From an optimization exercise on the open Yosys and OpenROAD flow, aimed at small area, a short achievable clock period and few clock cycles per item; shortcuts taken in it are not production practice. The RTL of this run was laid out without a check of its function.

File: flow/run.sh
#!/bin/bash
# synth_recipe.tcl (not shown) runs the flow's synth.tcl, then flattens the netlist and writes it again
# the make line also repeats each setting of config.mk as NAME=value (left out here)
make -C /OpenROAD-flow-scripts/flow DESIGN_CONFIG=/design/flow/config.mk WORK_HOME=/design/flow/orfs CLKGATE_MAP_FILE= SYNTH_SCRIPT=/design/flow/synth_recipe.tcl finish
File: flow/config.mk
export PLATFORM = sky130hd
export DESIGN_NAME = Polygon
export DESIGN_NICKNAME = Polygon
export VERILOG_FILES = /design/flow/design.v
export SDC_FILE = /design/flow/constraint.sdc
export NUM_CORES = 4
export LEC_CHECK = 0
export CAP_MARGIN = 20
export CORE_MARGIN = 2
export CORE_UTILIZATION = 40
export SLEW_MARGIN = 20
File: flow/constraint.sdc
create_clock -name core_clock -period 12.0 [get_ports {clk}]
set_input_delay 2.4000 -clock core_clock [delete_from_list [all_inputs] [get_ports {clk}]]
set_output_delay 2.4000 -clock core_clock [all_outputs]
set_load 0.01 [all_outputs]
File: flow/design.v
module PipeLatch #(
    parameter size = 8
)(
    input clk,
    input rst_n,
    input iStart,
    input iDone,
    input [size-1:0] iData,
    output [size-1:0] oData,
    output oLocked
);
reg lock;
reg [size-1:0] data;
assign oData = data;
assign oLocked = lock;
always @(posedge clk, negedge rst_n) begin
    if(!rst_n) begin
        lock <= 0;
        data <= 0;
    end else begin
        if(!lock) begin
            lock <= iStart;
            data <= iData;
        end else begin
            if(iDone) begin
                lock <= iStart;
                data <= iData;
            end else begin
                lock <= 1;
                data <= data;
            end
        end
    end
end
endmodule
module Cordic_Vec_Core(
    input clk,
    input rst_n,
    input start,
    input signed [15:0] angle,   
    input signed [15:0] x_in,
    input signed [15:0] y_in,
    output signed [16:0] cos_out,
    output signed [16:0] sin_out,
    output done,
    output busy
);
parameter ITERATIONS = 14;
reg [4:0] dCounter, qCounter;
reg signed [16:0] qX, dX, dY, qY;
reg signed [15:0] dAngle, qAngle;
reg qDone, dDone;
reg qBusy, dBusy;
reg signed [15:0] atan_val;  
always @(*) begin
    case(qCounter[3:0])
        4'd0: atan_val = 16'sd8192;
        4'd1: atan_val = 16'sd4836;
        4'd2: atan_val = 16'sd2555;
        4'd3: atan_val = 16'sd1297;
        4'd4: atan_val = 16'sd651;
        4'd5: atan_val = 16'sd325;
        4'd6: atan_val = 16'sd162;
        4'd7: atan_val = 16'sd81;
        4'd8: atan_val = 16'sd40;
        4'd9: atan_val = 16'sd20;
        4'd10: atan_val = 16'sd10;
        4'd11: atan_val = 16'sd5;
        4'd12: atan_val = 16'sd2;
        4'd13: atan_val = 16'sd1;
        4'd14: atan_val = 16'sd0;
        4'd15: atan_val = 16'sd0;
    endcase
end
assign cos_out = qX;
assign sin_out = qY;
assign busy = qBusy;
assign done = qDone;
always @(*) begin
    dBusy = qBusy;
    dDone = 0;
    dX = x_in;
    dY = y_in;
    dAngle = angle;
    dCounter = qCounter;
    if(start) begin
        dBusy = 1;
    end
    if(qBusy) begin    
        if (qAngle >= 0) begin
            dX = qX - (qY >>> qCounter);
            dY = qY + (qX >>> qCounter);
            dAngle = qAngle - atan_val;
        end else begin
            dX = qX + (qY >>> qCounter);
            dY = qY - (qX >>> qCounter);
            dAngle = qAngle + atan_val;
        end
        if(qCounter <= ITERATIONS-1)
            dCounter = qCounter + 1;
        else begin
            dCounter = 0;
            dDone = 1;
            dBusy = 0;
        end
    end
end
always @(posedge clk or negedge rst_n) begin
    if (!rst_n) begin
        qCounter <= 0;
        qX <= 0;
        qY <= 0;
        qAngle <= 0;
        qDone <= 0;
        qBusy <= 0;
    end else begin
        qCounter <= dCounter;
        qX <= dX;
        qY <= dY;
        qAngle <= dAngle;
        qDone <= dDone;
        qBusy <= dBusy;
    end
end
endmodule
module Cordic_Vec(
    input clk,
    input rst_n,
    input iStart,
    input signed [15:0] iAngle,
    input signed [15:0] iX,
    input signed [15:0] iY,
    output signed [15:0] oX,
    output signed [15:0] oY,
    output oDone
);
parameter signed [15:0] cordic_gain = 16'd19898;  
reg [15:0] angleReduced, xReduced, yReduced;
always @(*) begin
    angleReduced = iAngle[13:0];
    case(iAngle[15:14])
        2'b00: begin  
            xReduced = iX;
            yReduced = iY;
        end
        2'b01: begin  
            xReduced = -iY;
            yReduced = iX;
        end
        2'b10: begin  
            xReduced = -iX;
            yReduced = -iY;
        end
        2'b11: begin  
            xReduced = iY;
            yReduced = -iX;
        end
    endcase
end
wire doneCore, busyCore;
wire signed [16:0] xCore, yCore;
Cordic_Vec_Core core (
    .clk(clk),
    .rst_n(rst_n),
    .start(iStart),
    .angle(angleReduced),
    .x_in(xReduced),
    .y_in(yReduced),
    .cos_out(xCore),
    .sin_out(yCore),
    .done(doneCore),
    .busy(busyCore)
);
reg done;
reg signed [31:0] xScaled, yScaled;
always @(posedge clk, negedge rst_n) begin
    if(!rst_n) begin
        xScaled <= 0;
        yScaled <= 0;
        done <= 0;
    end else begin
        xScaled <= xCore*cordic_gain;
        yScaled <= yCore*cordic_gain;
        done <= doneCore;
    end
end
assign oDone = done;
assign oX = xScaled[30:15];
assign oY = yScaled[30:15];
endmodule
module Cordic_3d (
    input clk,
    input rst_n,
    input iStart,
    output oDone,
    input signed [15:0] iAlpha,
    input signed [15:0] iBeta,
    input signed [15:0] iGamma,
    input signed [15:0] iX,
    input signed [15:0] iY,
    input signed [15:0] iZ,
    output signed [15:0] oX,
    output signed [15:0] oY,
    output signed [15:0] oZ
);
wire alphaDone;
wire [15:0] alphaX, alphaY, alphaZ;
wire [15:0] alphaBeta, alphaGamma;
Cordic_Vec alpha (
    .clk(clk),
    .rst_n(rst_n),
    .iStart(iStart),
    .iAngle(iAlpha),
    .iX(iX),
    .iY(iY),
    .oX(alphaX),
    .oY(alphaY),
    .oDone(alphaDone)
);
PipeLatch #(.size(16+16+16)) alphaLatch (
    .clk(clk),
    .rst_n(rst_n),
    .iStart(iStart),
    .iDone(alphaDone),
    .iData({iBeta, iGamma, iZ}),
    .oData({alphaBeta, alphaGamma, alphaZ})
);
wire betaDone;
wire [15:0] betaX, betaY, betaZ;
wire [15:0] betaGamma;
Cordic_Vec beta (
    .clk(clk),
    .rst_n(rst_n),
    .iStart(alphaDone),
    .iAngle(alphaBeta),
    .iX(alphaY),
    .iY(alphaZ),
    .oX(betaY),
    .oY(betaZ),
    .oDone(betaDone)
);
PipeLatch #(.size(16+16)) betaLatch (
    .clk(clk),
    .rst_n(rst_n),
    .iStart(alphaDone),
    .iDone(betaDone),
    .iData({alphaGamma, alphaX}),
    .oData({betaGamma, betaX})
);
wire gammaDone;
wire [15:0] gammaX, gammaY, gammaZ;
Cordic_Vec gamma (
    .clk(clk),
    .rst_n(rst_n),
    .iStart(betaDone),
    .iAngle(betaGamma),
    .iX(betaZ),
    .iY(betaX),
    .oX(gammaZ),
    .oY(gammaX),
    .oDone(gammaDone)
);
PipeLatch #(.size(16)) gammaLatch (
    .clk(clk),
    .rst_n(rst_n),
    .iStart(betaDone),
    .iDone(gammaDone),
    .iData(betaY),
    .oData(gammaY)
);
assign oX = gammaX;
assign oY = gammaY;
assign oZ = gammaZ;
assign oDone = gammaDone;
endmodule
module Divider (
    input  wire clk,
    input  wire rst_n,
    input  wire start,
    input  wire [15:0] numerator,
    input  wire [15:0] denominator,
    output      [15:0] q016_result,
    output reg  done
);
reg [3:0] state, next_state;
reg [31:0] dividend, next_dividend;
reg [15:0] divisor, next_divisor;
reg [15:0] quotient, next_quotient;
reg [5:0] count, next_count;
assign q016_result = next_quotient;
localparam IDLE  = 4'd0,
            INIT  = 4'd1,
            DIV   = 4'd2,
            DONE  = 4'd3;
always @(posedge clk or negedge rst_n) begin
        if (!rst_n) begin
            state <= IDLE;
            dividend <= 0;
            divisor <= 0;
            quotient <= 0;
            count <= 0;
            done <= 0;
        end else begin
            state <= next_state;
            dividend <= next_dividend;
            divisor <= next_divisor;
            quotient <= next_quotient;
            count <= next_count;
            done <= (next_state == DONE);
        end
    end
always @(*) begin
        next_state = state;
        next_dividend = dividend;
        next_divisor = divisor;
        next_quotient = quotient;
        next_count = count;
        case (state)
            IDLE: begin
                if (start) begin
                    next_dividend = {numerator, 16'b0};
                    next_divisor = denominator;
                    next_quotient = 0;
                    next_count = 16;
                    next_state = DIV;
                end
            end
            DIV: begin
                next_dividend = next_dividend << 1;
                if (next_dividend[31:16] >= divisor) begin
                    next_dividend[31:16] = next_dividend[31:16] - divisor;
                    next_quotient = (quotient << 1) | 1'b1;
                end else begin
                    next_quotient = quotient << 1;
                end
                next_count = count - 1;
                if (count == 1)
                    next_state = DONE;
            end
            DONE: begin
                next_state = IDLE;
            end
        endcase
    end
endmodule
module Perspective #(
    parameter CAMERA_DISTANCE = 1120,  
    parameter BOX_SIZE = 600
)(
    input clk,
    input rst_n,
    input iStart,
    output oDone,
    input signed [15:0] iX,
    input signed [15:0] iY,
    input signed [15:0] iZ,
    output signed [15:0] oX,
    output signed [15:0] oY
);
wire [15:0] scale;
wire divDone;
wire [15:0] num = CAMERA_DISTANCE;
wire [15:0] den = CAMERA_DISTANCE + BOX_SIZE/2 - iZ;
Divider div (
    .clk(clk),
    .rst_n(rst_n),
    .start(iStart),
    .numerator(num),
    .denominator(den),
    .q016_result(scale),
    .done(divDone)
);
wire signed [15:0] lX, lY;
PipeLatch #(.size(16+16)) xyLatch (
    .clk(clk),
    .rst_n(rst_n),
    .iStart(iStart),
    .iDone(divDone),
    .iData({iX, iY}),
    .oData({lX, lY})
);
reg signed [31:0] U, V;
reg done;
always @(posedge clk, negedge rst_n) begin
    if(!rst_n) begin
        V <= 0;
        U <= 0;
        done <= 0;
    end else begin
        U <= lX * $signed(scale>>1) ;
        V <= lY * $signed(scale>>1);
        done <= divDone;
    end
end
assign oX = U[30:15];
assign oY = V[30:15];
assign oDone = done;
endmodule
module Transformer#(
    parameter CAMERA_DISTANCE = 1120 <<< 3,  
    parameter BOX_SIZE = 600 <<< 3
)(
    input clk,
    input rst_n,
    input iStart,
    output oDone,
    input signed [15:0] iAlpha,
    input signed [15:0] iBeta,
    input signed [15:0] iGamma,
    input signed [15:0] iX,
    input signed [15:0] iY,
    input signed [15:0] iZ,
    output signed [15:0] oX,
    output signed [15:0] oY
);
wire rotateDone;
wire signed [15:0] U, V, W;
Cordic_3d rotater (
    .clk(clk),
    .rst_n(rst_n),
    .iStart(iStart),
    .iX(iX),
    .iY(iY),
    .iZ(iZ),
    .oX(U),
    .oY(V),
    .oZ(W),
    .iAlpha(iAlpha),
    .iBeta(iBeta),
    .iGamma(iGamma),
    .oDone(rotateDone)
);
Perspective #(
    .BOX_SIZE(BOX_SIZE),
    .CAMERA_DISTANCE(CAMERA_DISTANCE)
) projector (
    .clk(clk),
    .rst_n(rst_n),
    .iStart(rotateDone),
    .oDone(oDone),
    .iX(U),
    .iY(V),
    .iZ(W),
    .oX(oX),
    .oY(oY)
);
endmodule
module Polygon #(
    parameter HALF_EYE_ANGLE = 520
)
(
    input clk,
    input rst_n,
    output reg oReadReq,
    input iRAMBusy,
    output [19:0] oRAMAddr,
    input  [15:0] iRAMData,
    input [19:0] iRAMPointCount,
    output [13:0] oAddr,
    input signed [15:0] iMemData,
    input [13:0] iPointCount,
    input signed [15:0] iAlpha, iBeta, iGamma,
    input iUseRAM,
    input i3D,
    input iStart,
    output oFinish,
    input iLineDrawRead,
    output signed [15:0] oU1, oU2, oV1, oV2,
    output oPointValid,
    output oIsRed
);
localparam S_IDLE = 0;
localparam S_MEM = 1;
localparam S_WAIT_DRAW = 2;
localparam S_RAM = 3;
localparam S_WAIT_RAM = 4;
localparam S_RAM_WAIT_DRAW = 5;
reg [13:0] dAddrCntr, qAddrCntr;
reg [3:0] dDesPtr, qDesPtr;
reg dMemReq, qMemReq;
reg [13:0] dLineCntr, qLineCntr;
reg [9:0] dState, qState;
reg signed [15:0] dPointVector [0:5];  
reg signed [15:0] qPointVector [0:5];
reg dTransformerStart, qTransformerStart;
reg d3D, q3D;
reg dRedblue, qRedblue;
wire signed [15:0] lAlpha, lBeta, lGamma;
wire [13:0] lPointCount;
wire [19:0] lRAMPointCount;
assign oRAMAddr = {10'b0, qAddrCntr};
assign oAddr = qAddrCntr;
assign oFinish = qState == S_IDLE;
assign oIsRed = qRedblue;
always_comb begin
    dAddrCntr = qAddrCntr;
    case(qState)
        S_MEM: begin
            dAddrCntr = qAddrCntr + 1;
            if(qDesPtr == 5 && q3D && !qRedblue) begin
                dAddrCntr = qAddrCntr - qDesPtr;
            end
        end
        S_WAIT_DRAW: begin
            if(iLineDrawRead) begin
                if(!q3D) begin
                    if(qLineCntr == lPointCount-1) dAddrCntr = 0;
                end else begin
                    if(qRedblue && qLineCntr == lPointCount-1) dAddrCntr = 0;
                end
            end
        end
        S_RAM: begin
            if(!iRAMBusy) begin
                dAddrCntr = qAddrCntr + 1;
                if(qDesPtr == 5) begin
                    dAddrCntr = qAddrCntr - 2;
                    if(q3D && !qRedblue) begin
                        dAddrCntr = qAddrCntr - qDesPtr;
                    end
                end
            end
        end
        S_RAM_WAIT_DRAW: begin
            if(iLineDrawRead) begin
                if(!q3D) begin
                    if(qLineCntr == lRAMPointCount-2) dAddrCntr = 0;
                end else begin
                    if(qRedblue && qLineCntr == lRAMPointCount-2) dAddrCntr = 0;
                end
            end
        end
    endcase
end
always_comb begin
    dDesPtr = qDesPtr;
    case(qState)
        S_IDLE: begin
            if(iStart) dDesPtr = 0;
        end
        S_MEM: begin
            dDesPtr = qDesPtr + 1;
            if(qDesPtr == 5) dDesPtr = 0;
        end
        S_RAM: begin
            if(!iRAMBusy) begin
                dDesPtr = qDesPtr + 1;
                if(qDesPtr == 5) dDesPtr = 0;
            end
        end
    endcase
end
always_comb begin
    oReadReq = 0;
    case(qState)
        S_RAM: begin
            if(!iRAMBusy) begin
                oReadReq = 1;
            end
        end
    endcase
end
always_comb begin
    dLineCntr = qLineCntr;
    case(qState)
        S_IDLE: begin
            if(iStart) dLineCntr = 0;
        end
        S_WAIT_DRAW: begin
            if(iLineDrawRead) begin
                if(!q3D) begin
                    if(qLineCntr != lPointCount-1) dLineCntr = qLineCntr + 1;
                    else dLineCntr = 0;
                end else begin
                    if(qRedblue) begin
                        if(qLineCntr != lPointCount-1) dLineCntr = qLineCntr + 1;
                        else dLineCntr = 0;
                    end
                end
            end
        end
        S_RAM_WAIT_DRAW: begin
            if(iLineDrawRead) begin
                if(!q3D) begin
                    if(qLineCntr != lRAMPointCount-2) dLineCntr = qLineCntr + 1;
                    else dLineCntr = 0;
                end else begin
                    if(qRedblue) begin
                        if(qLineCntr != lRAMPointCount-2) dLineCntr = qLineCntr + 1;
                        else dLineCntr = 0;
                    end
                end
            end
        end
    endcase
end
always_comb begin
    dState = qState;
    case(qState)
        S_IDLE: begin
            if(iStart) begin
                if(!iUseRAM) dState = S_MEM;
                else dState = S_RAM;
            end
        end
        S_MEM: begin
            if(qDesPtr == 5) dState = S_WAIT_DRAW;
        end
        S_WAIT_DRAW: begin
            if(iLineDrawRead) begin
                if(!q3D) begin
                    if(qLineCntr != lPointCount-1) dState = S_MEM;
                    else dState = S_IDLE;
                end else begin
                    if(!qRedblue) dState = S_MEM;
                    else begin
                        if(qLineCntr != lPointCount-1) dState = S_MEM;
                        else dState = S_IDLE;
                    end
                end
            end
        end
        S_RAM: begin
            if(!iRAMBusy && qDesPtr == 5) dState = S_RAM_WAIT_DRAW;
        end
        S_RAM_WAIT_DRAW: begin
            if(iLineDrawRead) begin
                if(!q3D) begin
                    if(qLineCntr != lRAMPointCount-2) dState = S_RAM;
                    else dState = S_IDLE;
                end else begin
                    if(!qRedblue) dState = S_RAM;
                    else begin
                        if(qLineCntr != lRAMPointCount-2) dState = S_RAM;
                        else dState = S_IDLE;
                    end
                end
            end
        end
    endcase
end
always_comb begin
    for(integer i = 0; i < 6; i++) dPointVector[i] = qPointVector[i];
    case(qState)
        S_MEM: begin
            dPointVector[qDesPtr] = iMemData;
        end
        S_RAM: begin
            if(!iRAMBusy) begin
                dPointVector[qDesPtr] = iRAMData;
            end
        end
    endcase
end
always_comb begin
    dTransformerStart = 0;
    case(qState)
        S_MEM: begin
            if(qDesPtr == 5) dTransformerStart = 1;
        end
        S_RAM: begin
            if(qDesPtr == 5 && !iRAMBusy) dTransformerStart = 1;
        end
    endcase
end
always_comb begin
    d3D = q3D;
    dRedblue = qRedblue;
    case(qState)
        S_IDLE: begin
            if(iStart) begin
                d3D = i3D;
                dRedblue = 0;
            end 
        end
        S_WAIT_DRAW: begin
            if(iLineDrawRead && q3D) begin
                dRedblue = ~qRedblue;
                if(qRedblue && qLineCntr == lPointCount-1) d3D = 0;  
            end
        end
        S_RAM_WAIT_DRAW: begin
            if(iLineDrawRead && q3D) begin
                dRedblue = ~qRedblue;
                if(qRedblue && qLineCntr == lRAMPointCount-2) d3D = 0;
            end
        end
    endcase
end
always @(posedge clk, negedge rst_n) begin
    if(!rst_n) begin
        qState <= S_IDLE;
        qAddrCntr <= 0;
        qMemReq <= 0;
        qLineCntr <= 0;
        qDesPtr <= 0;
        for(integer i = 0; i < 6; i++) begin
            qPointVector[i] <= 0;
        end
        qTransformerStart <= 0;
        q3D <= 0;
        qRedblue <= 0;
    end else begin
        qState <= dState;
        qAddrCntr <= dAddrCntr;
        qMemReq <= dMemReq;
        qLineCntr <= dLineCntr;
        qDesPtr <= dDesPtr;
        for(integer i = 0; i < 6; i++) begin
            qPointVector[i] <= dPointVector[i];
        end 
        qTransformerStart <= dTransformerStart;
        q3D <= d3D;
        qRedblue <= dRedblue;
    end
end
wire signed [15:0] gamma3DSpiced = 
    !q3D ? 
        lGamma : qRedblue ?
            lGamma - HALF_EYE_ANGLE : lGamma + HALF_EYE_ANGLE;
PipeLatch #(.size(16*3 + 14 + 20)) angleLatch (
    .clk(clk),
    .rst_n(rst_n),
    .iStart(iStart),
    .iDone(oFinish),
    .iData({iAlpha, iBeta, iGamma, iPointCount, iRAMPointCount}),
    .oData({lAlpha, lBeta, lGamma, lPointCount, lRAMPointCount})
);
wire done1;
wire signed [15:0] u1, v1;
Transformer point1 (
    .clk(clk),
    .rst_n(rst_n),
    .iStart(qTransformerStart),
    .oDone(done1),
    .iX(qPointVector[0]<<<3),
    .iY(qPointVector[1]<<<3),
    .iZ(qPointVector[2]<<<3),
    .oX(u1),
    .oY(v1),
    .iAlpha(lAlpha),
    .iBeta(lBeta),
    .iGamma(gamma3DSpiced)
);
wire done2;
wire signed [15:0] u2, v2;
Transformer point2 (
    .clk(clk),
    .rst_n(rst_n),
    .iStart(qTransformerStart),
    .oDone(done2),
    .iX(qPointVector[3]<<<3),
    .iY(qPointVector[4]<<<3),
    .iZ(qPointVector[5]<<<3),
    .oX(u2),
    .oY(v2),
    .iAlpha(lAlpha),
    .iBeta(lBeta),
    .iGamma(gamma3DSpiced)
);
wire queueFull1;
PipeLatch #(.size(16*2)) pointQueue1 (
    .clk(clk),
    .rst_n(rst_n),
    .iStart(done1),
    .iDone(iLineDrawRead),
    .iData({u1>>>3, v1>>>3}),
    .oData({oU1, oV1}),
    .oLocked(queueFull1)
);
wire queueFull2;
PipeLatch #(.size(16*2)) pointQueue2 (
    .clk(clk),
    .rst_n(rst_n),
    .iStart(done2),
    .iDone(iLineDrawRead),
    .iData({u2>>>3, v2>>>3}),
    .oData({oU2, oV2}),
    .oLocked(queueFull2)
);
assign oPointValid = queueFull1 & queueFull2;
endmodule
==> impl_summary.txt <==
----------------------------------------------------
[Worst setup path]
  Top delay family on crit path ... adder cells
  Crit path required time ... 12.78 ns
  Worst r2r path cells ... 25
  Maximum net fanout on the critical path ... 28
  Cell seen most often among critical-path stages ... sky130_fd_sc_hd__fa_1
  Endpoint type of the worst setup path ... flip-flop
  Sum of buffers and inverters on the critical path ... 4
  Startpoint type of the worst setup path ... flip-flop
  CP arrival ... 9.70 ns
  Peak per-stage delay on the critical path ... 0.71 ns
  Classification of the worst setup path ... reg2reg
  Logic depth of the worst setup path including buffers ... 25
  Highest-delay cell along the critical path ... sky130_fd_sc_hd__nor3_1

[Route]
  Number of search-and-repair iterations in the first detailed-routing pass ... 6
  Vias per inst ... roughly 5.2
  Routed via count ... about 130k
  Avg WL per Cell ... 17.89 um
  Final antenna-violating net count ... 0
  DR iter-0 viols ... 7,844
  Post-Route WL ... 430,200 um
  Final routed DRC violation total ... 0

[Cells and area]
  Area taken by multi-input logic gates ... 0.1279 mm^2
  Layout cells sized above 1 ... 6.916%
  Number of standard cells in the final layout excluding fillers ... 24,046
  Total number of nets in the final design ... 22,568
  Most frequent standard cell in the layout excluding fill and tap cells ... sky130_fd_sc_hd__inv_1
  Total area of sequential cells ... 0.03059 mm^2
  Count of fill cells added during filler insertion ... ~42,000
  Relative area change from synthesis to final layout ... 7.683%
  Top library cells by usage in the layout, fill and taps aside ... sky130_fd_sc_hd__inv_1 (3,562), sky130_fd_sc_hd__fa_1 (2,333), sky130_fd_sc_hd__ha_1 (1,935)

[Placement]
  Number of cells in the design after placement ... 23,748
  Routability Congestion ... 0.8963
  Half-perimeter wire length after placement ... 336,500 um
  Number of I/O port buffers ... 210

[Timing]
  Final worst path period share ... 74.38%
  Sum Neg Setup Slack ... 0 ns
  Clock Skew ... 0.06773 ns
  Final min period ... 8.926 ns
  Remaining max-slew budget at the tightest pin ... 20.93%
  Final max-slew violation count ... 0
  Setup-failing EPs final ... 0
  Highest Clock Rate ... 0.1120 GHz
  Endpoints failing hold ... 0
  Pin slew with the least headroom to its limit ... about 1.2 ns
  Setup repair after global routing missed its margin ... no

[Synth]
  Count of flip-flops with a built-in enable after synthesis ... 0
  Ys flop type ... sky130_fd_sc_hd__dfrtp_1
  Yosys top cell by area ... sky130_fd_sc_hd__fa_1
  Total of warnings raised by yosys ... 11
  Summed instance area of the synthesized netlist ... 0.1745 mm^2
  Top-area cell type share of the netlist area ... 26.76%
  Post-Synthesis Cells ... 18,333
  Synth area leaders ... sky130_fd_sc_hd__fa_1 (27%), sky130_fd_sc_hd__dfrtp_1 (18%), sky130_fd_sc_hd__ha_1 (14%)
  Count of different cell masters after synthesis ... 95
  Post-synthesis sequential area ratio ... 17.51%
  Per-instance average area after synthesis ... ~9.5 um^2
  Fraction of registers with async set/reset ... 100.0%
  Flops & latches, synth ... between 1,000 and 1,500

[Floorplan]
  Width of the chip ... roughly 660 um
  Boundary Pins ... 223
  Placeable core region ... 0.4345 mm^2
  Initial Utilization ... 40.17%
  Die Height ... 664.6 um
  # rows ... 242
  Area of the die ... 0.4416 mm^2

[Min path]
  Worst hold stages ... 0
  Type of the worst min-delay path ... reg2reg

[Clocking]
  Insertion delay of the later-clocked pin in the worst-skew pair ... 0.90 ns
  Post-cts sizing count ... 0
  Maximum number of buffers from clock root to sink ... 4
  Number of buffers added by the clock tree synthesis step ... 163
  Hold buffer count at cts ... 0
  Post-CTS Setup Inserts ... 0
  Master cell of the clock root buffer ... sky130_fd_sc_hd__clkbuf_16
  Total clock sinks ... 1,221
  Clk slew on worst S/H paths ... 0.06 ns
  CTS H-tree lvls ... 4
  CTS tree ... done

[Global route]
  Global-route wire length before repair ... 708,400 um
  Largest net degree at the start of global routing ... 167
  Vias in the first global route ... 129,099
  Global-route usage over all layers ... between 10% and 20%
  Initial antenna violation count ... 24
  Leftover overflow at the end of global routing ... 0

[Flow run]
  Max-capacitance violation count ... 0

[Outcome]
  Outcome ... finished clean

----------------------------------------------------
state kept, by name, indices dropped and copies added (netlist names), 26 cells and up:
signal                          flops
qPointVector                       78
pointQueue2.data                   26
point1.rotater.alphaLatch.data     45
point2.rotater.alphaLatch.data     45
point1.projector.xyLatch.data      32
pointQueue1.data                   26
angleLatch.data                    82
point2.rotater.betaLatch.data      32
point1.rotater.betaLatch.data      32
point2.projector.xyLatch.data      32
stage by stage:
step	util [%]	hold slack, ns	worst slack [ns]	area (um^2)
after floorplan	-	0.3312	4.355	174600
after global placement	41.98	0.3343	3.128	182400
after detailed placement	41.98	0.3403	3.030	182400
after CTS	43.25	0.3449	2.986	187900
after global routing	43.25	0.3541	2.552	187900
final	43.25	0.3475	3.074	187900
worst reg2reg max path, cell delays in order, from the launching register on:
cell and delay (ns):
sky130_fd_sc_hd__dfrtp_1 0.43, sky130_fd_sc_hd__nor2_1 0.21, sky130_fd_sc_hd__or2_2 0.58, sky130_fd_sc_hd__a22o_1 0.46
sky130_fd_sc_hd__buf_4 0.39, sky130_fd_sc_hd__nand2_1 0.14, sky130_fd_sc_hd__fa_1 0.54, sky130_fd_sc_hd__fa_1 0.57
sky130_fd_sc_hd__fa_1 0.44, sky130_fd_sc_hd__fa_1 0.56, sky130_fd_sc_hd__inv_1 0.05, sky130_fd_sc_hd__fa_1 0.50
sky130_fd_sc_hd__inv_1 0.05, sky130_fd_sc_hd__fa_1 0.47, sky130_fd_sc_hd__inv_1 0.04, sky130_fd_sc_hd__ha_1 0.28
sky130_fd_sc_hd__a21o_1 0.18, sky130_fd_sc_hd__a211o_1 0.31, sky130_fd_sc_hd__a211o_1 0.27, sky130_fd_sc_hd__nor3_1 0.71
sky130_fd_sc_hd__o211ai_1 0.31, sky130_fd_sc_hd__o41a_1 0.46, sky130_fd_sc_hd__a31o_2 0.31, sky130_fd_sc_hd__o21a_1 0.23
sky130_fd_sc_hd__a21oi_1 0.20, sky130_fd_sc_hd__xnor2_1 0.14
per-layer routing:
metal,track usage (%),share of wire (%),vias up
met2,31.92,46,2804
met3,2.404,5.0,559
met5,0,0.035,-
li1,-,-,59201
met1,27.96,46,62467
met4,4.911,2.6,24
final timing paths:
check                                               startpoint                        to  slack [ns]
min in group asynchronous                                rst_n    point1.projector.V[23]        1.42
max in group asynchronous                                rst_n       angleLatch.data[81]        8.28
worst max register to register       point1.rotater.gamma.done    point1.projector.U[30]        3.07
worst min register to register  point1.rotater.beta.core.qDone  point1.rotater.beta.done        0.35
worst max-delay path                 point1.rotater.gamma.done    point1.projector.U[30]        3.07
worst min-delay path            point1.rotater.beta.core.qDone  point1.rotater.beta.done        0.35
layout make-up:
type	count	share of cell area [%]
antenna	6	0.007989
clock buffer	211	2.427
inverter	3583	7.156
timing repair buffer	366	1.777
clock inverter	81	0.4973
multi-input combinational	12844	68.04
tap	5734	3.817
sequential	1221	16.28
synth_stat cells, drive strengths merged, types with 30 or more instances:
cell,instances
nand4,48
and2,534
clkbuf,529
xnor2,572
nor2b,105
a22o,43
o211ai,87
or4,39
a21o,181
o21ai,739
a31oi,93
o21bai,61
a21oi,677
or3,106
nand2,1617
o21a,98
inv,3568
a211oi,94
o31ai,117
mux2,412
o2111ai,30
o41ai,36
xor2,311
mux4,267
a21boi,39
ha,1935
mux2i,246
fa,2333
dfrtp,1221
nor4,40
nor3,224
nor2,849
nand3,244
o22ai,44
buf,161
nand2b,110
and3,78
or2,57
cell families (layout without fill, tap and decap cells):
kind of cell / after synthesis / after routing / share of synthesized area, %
adder cells (fa/ha/maj): 4268 / 4268 / 40.63
buffers and inverters: 4273 / 4241 / 9.287
other: 1 / 12 / 0.002149
AND/OR/NAND/NOR: 4134 / 4134 / 11.08
AO/OA/AOI/OAI: 2626 / 2626 / 9.521
XOR/XNOR: 885 / 885 / 4.458
flip-flops: 1221 / 1221 / 17.51
multiplexers: 925 / 925 / 7.514

[port drivers added, routing unchanged]
No port has a modelled driver above. Below, the same layout with a new extraction and two added sets of constraints. Step 1 assumes that a clkbuf_16 drives the clock port and a buf_2 every other input. Step 2 also shifts input and output timing later by t, the mid clock arrival at the registers, as if the neighbouring blocks saw the same clock. Three values: ideal, step 1, step 2; two values: the first two.
t (ns): 0.980
slack for setup (ns): 3.074 / 3.074 / 3.074
worst setup path after step 2: register to register
slew at the worst register clock pin (ns): 0.07 / 0.07
worst slew at a driven data input, ns: 0.24
After both steps setup and hold are still met in this run. The setup slack of this run moves by 0.000 ns with the drivers and by 0.000 ns with both steps.
